Context: an optimization exercise on an open-source flow, tuned for small area. The choices shown serve that exercise and are no tape-out recipe. The RTL was checked by simulation tests, not by an equivalence proof against the original design. The flow treats the clock pin as an ideal source. Dropping or thinning the clock tree relies on that and would not hold on a real chip. No activity file was given, so power comes from the tool's default toggle rates.

== willow ==
## metro_istasyonu
module metro_istasyonu #(
    parameter [31:0] HALF_PERIOD = 32'd1000,
    parameter SCAN_BIT = 6
)(
    input clk,
    input rst,
    input switch_yon,
    input [5:0] switch_first,
    output dp,
    output [6:0] sseg,
    output [3:0] an,
    output [5:0] leds
    );
Size: about 280 cells after synthesis, about 52 flip-flops, about 2500 um^2 of cells after synthesis.
==> flow/config.mk <==
export PLATFORM = sky130hd
export DESIGN_NAME = metro_istasyonu
export DESIGN_NICKNAME = metro_istasyonu
export VERILOG_FILES = /design/flow/design.v
export SDC_FILE = /design/flow/constraint.sdc
export NUM_CORES = 4
export LEC_CHECK = 0
export ABC_AREA = 1
export CAP_MARGIN = 20
export CORE_MARGIN = 2
export CORE_UTILIZATION = 40
export SLEW_MARGIN = 20
==> flow/constraint.sdc <==
create_clock -name core_clock -period 10.0 [get_ports {clk}]
set_input_delay 2.0000 -clock core_clock [delete_from_list [all_inputs] [get_ports {clk}]]
set_output_delay 2.0000 -clock core_clock [all_outputs]
set_load 0.01 [all_outputs]
standard.sh (not shown) runs the stock make flow with config.mk's settings and CLKGATE_MAP_FILE= SYNTH_SCRIPT=/design/flow/synth_recipe.tcl, a recipe that flattens the netlist after the stock synthesis.
==> flow/flow/run.sh <==
#!/bin/bash
# Own layout flow: the standard flow, with two changes.
#  1. Synthesis runs the standard synthesis script unchanged, but with ABC's
#     area script replaced by a deeper area-oriented one (&deepsyn), so only
#     the combinational mapping differs; registers keep their names and cells.
#  2. Ports are buffered with sky130_fd_sc_hd__buf_1 instead of the default
#     delay-buffer cell.
# Each step's full output goes to a log file of its own in this folder.
set -euo pipefail
here=$(pwd)
rm -rf "$here/scripts_mod"
cp -r "$FLOW_HOME/scripts" "$here/scripts_mod"
cp "$here/flow/abc_deep.script" "$here/scripts_mod/abc_area.script"

SCRIPTS_DIR="$here/scripts_mod" ABC_AREA=1 bash standard.sh synth > "$here/log_synth.txt" 2>&1
BUFFER_PORTS_ARGS="-buffer_cell sky130_fd_sc_hd__buf_1" bash standard.sh > "$here/log_layout.txt" 2>&1
ls -l out/final.def
==> flow/flow/abc_deep.script <==
&get -n
&st
&deepsyn -T 60
&nf -R 1000
&put
willow was carried through to the last stage, and its layout satisfied the timing, design-rule and antenna checks.
Relative to willow, the following input files were edited for zinc:
Settings: ABC_AREA removed (was 1).
==> flow/run.sh (new file) <==
#!/bin/bash
# synth_recipe.tcl (not shown) runs the flow's synth.tcl, then flattens the netlist and writes it again
# the make line also repeats each setting of config.mk as NAME=value (left out here)
make -C /OpenROAD-flow-scripts/flow DESIGN_CONFIG=/design/flow/config.mk WORK_HOME=/design/flow/orfs CLKGATE_MAP_FILE= SYNTH_SCRIPT=/design/flow/synth_recipe.tcl finish
removed: flow/flow/run.sh
removed: flow/flow/abc_deep.script
removed: flow/standard.sh
[summary]
zinc: total power about 2.2% below willow. Changes observed in zinc relative to willow: count of clock buffers in the final design fell 1; final worst setup slack rose 0.71 ns; switching part of the total rose 3.2 points. Sequential share of power: zinc > willow. On fraction of power consumed by combinational cells: zinc sits above willow. From zinc to willow, residual overflow from global routing did not move at all. Between zinc and willow, it is zinc whose detailed-routed wire length on met2 is higher, by about 50%. zinc vs willow: average wire per cell in the routed design up by more than 10%. Worst clock skew, zinc and willow, lower one = willow.

========
Setup of job 102:
metro_istasyonu, a different RTL version from the one above (not shown whole).
For scale: about 49 flip-flops, ~27 I/O pins, ~2400 µm² of cells after synthesis.
## metro_istasyonu
module metro_istasyonu #(
    parameter [31:0] HALF_PERIOD = 32'd1000,
    parameter SCAN_BIT = 6
)(
    input clk,
    input rst,
    input switch_yon,
    input [5:0] switch_first,
    output dp,
    output [6:0] sseg,
    output [3:0] an,
    output [5:0] leds
    );
export LEC_CHECK = 0
export ABC_AREA = 1
export CAP_MARGIN = 20
export CORE_MARGIN = 2
export CORE_UTILIZATION = 70
export SLEW_MARGIN = 20
create_clock -name core_clock -period 10.0 [get_ports {clk}]
==> flow/flow/run.sh <==
#!/bin/bash
# Own layout flow: the standard flow (standard.sh, ORFS), run with a copy
# of ORFS's scripts in which three things differ:
#  1. Synthesis runs the standard synthesis script unchanged, but ABC's area
#     script is replaced by a deeper area-oriented one (&deepsyn), so only
#     the combinational mapping differs; registers keep their names and cells.
#     Adders are left to ABC too (no ADDER_MAP_FILE), instead of being mapped
#     to half- and full-adder cells before it.
#  2. Ports are buffered with sky130_fd_sc_hd__buf_1 instead of the default
#     delay-buffer cell.
#  3. The clock tree is three clkbuf_8 buffers driven from the clock port, each
#     driving the registers of one placement cluster (manual_cts.tcl), in
#     place of TritonCTS's five-buffer H-tree with dummy loads.
# Each step's full output goes to a log file of its own in this folder.
set -euo pipefail
here=$(pwd)
rm -rf "$here/scripts_mod"
cp -r "$FLOW_HOME/scripts" "$here/scripts_mod"
cp "$here/flow/abc_deep.script" "$here/scripts_mod/abc_area.script"
cp "$here/flow/manual_cts.tcl" "$here/scripts_mod/manual_cts.tcl"
sed -i 's|^log_cmd clock_tree_synthesis {\*}$cts_args$|source $::env(SCRIPTS_DIR)/manual_cts.tcl\nmanual_cts 3 sky130_fd_sc_hd__clkbuf_8|' "$here/scripts_mod/cts.tcl"
grep -q "manual_cts 3" "$here/scripts_mod/cts.tcl"
export SCRIPTS_DIR="$here/scripts_mod"
export BUFFER_PORTS_ARGS="-buffer_cell sky130_fd_sc_hd__buf_1"
ADDER_MAP_FILE= bash standard.sh synth > "$here/log_synth.txt" 2>&1
bash standard.sh > "$here/log_layout.txt" 2>&1
ls -l out/final.def
Other scripts of this flow, unchanged in this note and not shown: flow/flow/abc_deep.script, flow/flow/manual_cts.tcl
[inputs] job 103 vs job 102
diff --git a/flow/flow/run.sh b/flow/flow/run.sh
--- a/flow/flow/run.sh
+++ b/flow/flow/run.sh
@@ -6,4 +6,2 @@
 #     the combinational mapping differs; registers keep their names and cells.
-#     Adders are left to ABC too (no ADDER_MAP_FILE), instead of being mapped
-#     to half- and full-adder cells before it.
 #  2. Ports are buffered with sky130_fd_sc_hd__buf_1 instead of the default
@@ -24,3 +22,3 @@
 export BUFFER_PORTS_ARGS="-buffer_cell sky130_fd_sc_hd__buf_1"
-ADDER_MAP_FILE= bash standard.sh synth > "$here/log_synth.txt" 2>&1
+bash standard.sh synth > "$here/log_synth.txt" 2>&1
 bash standard.sh > "$here/log_layout.txt" 2>&1
Notes after the runs:
Signed area change from the synthesized netlist to the final layout: job 103 vs job 102, no meaningful difference. Looking only at first-pass iteration count of the detailed router, and setting everything else aside, the higher value of job 103 and job 102 goes to job 102. Between job 103 and job 102, the met1 routed wirelength after detailed routing is higher for job 103. Between job 103 and job 102, the clock insertion delay at the later pin of the skew report does not differ in any meaningful way. NOTE: worst setup slack in job 103 falls short of that of job 102. The lower average cell area after synthesis came out of job 102. On vias per cell, job 103 and job 102 are basically level. Going from job 102 to job 103, number of gates resized after CTS now sits at about the same level, via count now sits higher, number of instances in the synthesized netlist now larger, HPWL after detailed placement saw an increase.
No run of this note takes its clock network from TritonCTS; it comes from the design's own scripts or RTL.

==> static timing again, ports no longer ideal <==
The flow's constraints put no driver on any port. The routed layouts listed below were extracted and timed again, unchanged, in two steps.
Step 1 assumes that a clkbuf_16 drives the clock port and a buf_2 every other input.
Step 2 adds t to the input delays and takes it off the output delays; t is the mean of the earliest and latest rising clock arrival at the registers after step 1. Input paths then give back, and output paths get back, about the clock's delay inside the block.
a / b / c = no drivers / after step 1 / after step 2; a / b = the first two.
| run | shift t [ns] | slack for setup (ns) | worst register clock-pin slew, ns | worst data-port slew with drivers (ns) |
|---|---|---|---|---|
| willow | 0.332 | 4.902 / 4.908 / 4.576 | 0.09 / 0.09 | 0.03 |
| zinc | 0.341 | 5.613 / 5.582 / 5.330 | 0.11 / 0.11 | 0.03 |
| job 102 | 0.196 | 4.158 / 4.112 / 4.308 | 0.10 / 0.10 | 0.03 |
| job 103 | 0.202 | 3.834 / 3.787 / 3.989 | 0.12 / 0.12 | 0.03 |
After both steps every run listed still meets setup and hold. For willow, which loses most, drivers alone change the setup slack by +0.006 ns; drivers and shift together by -0.326 ns.
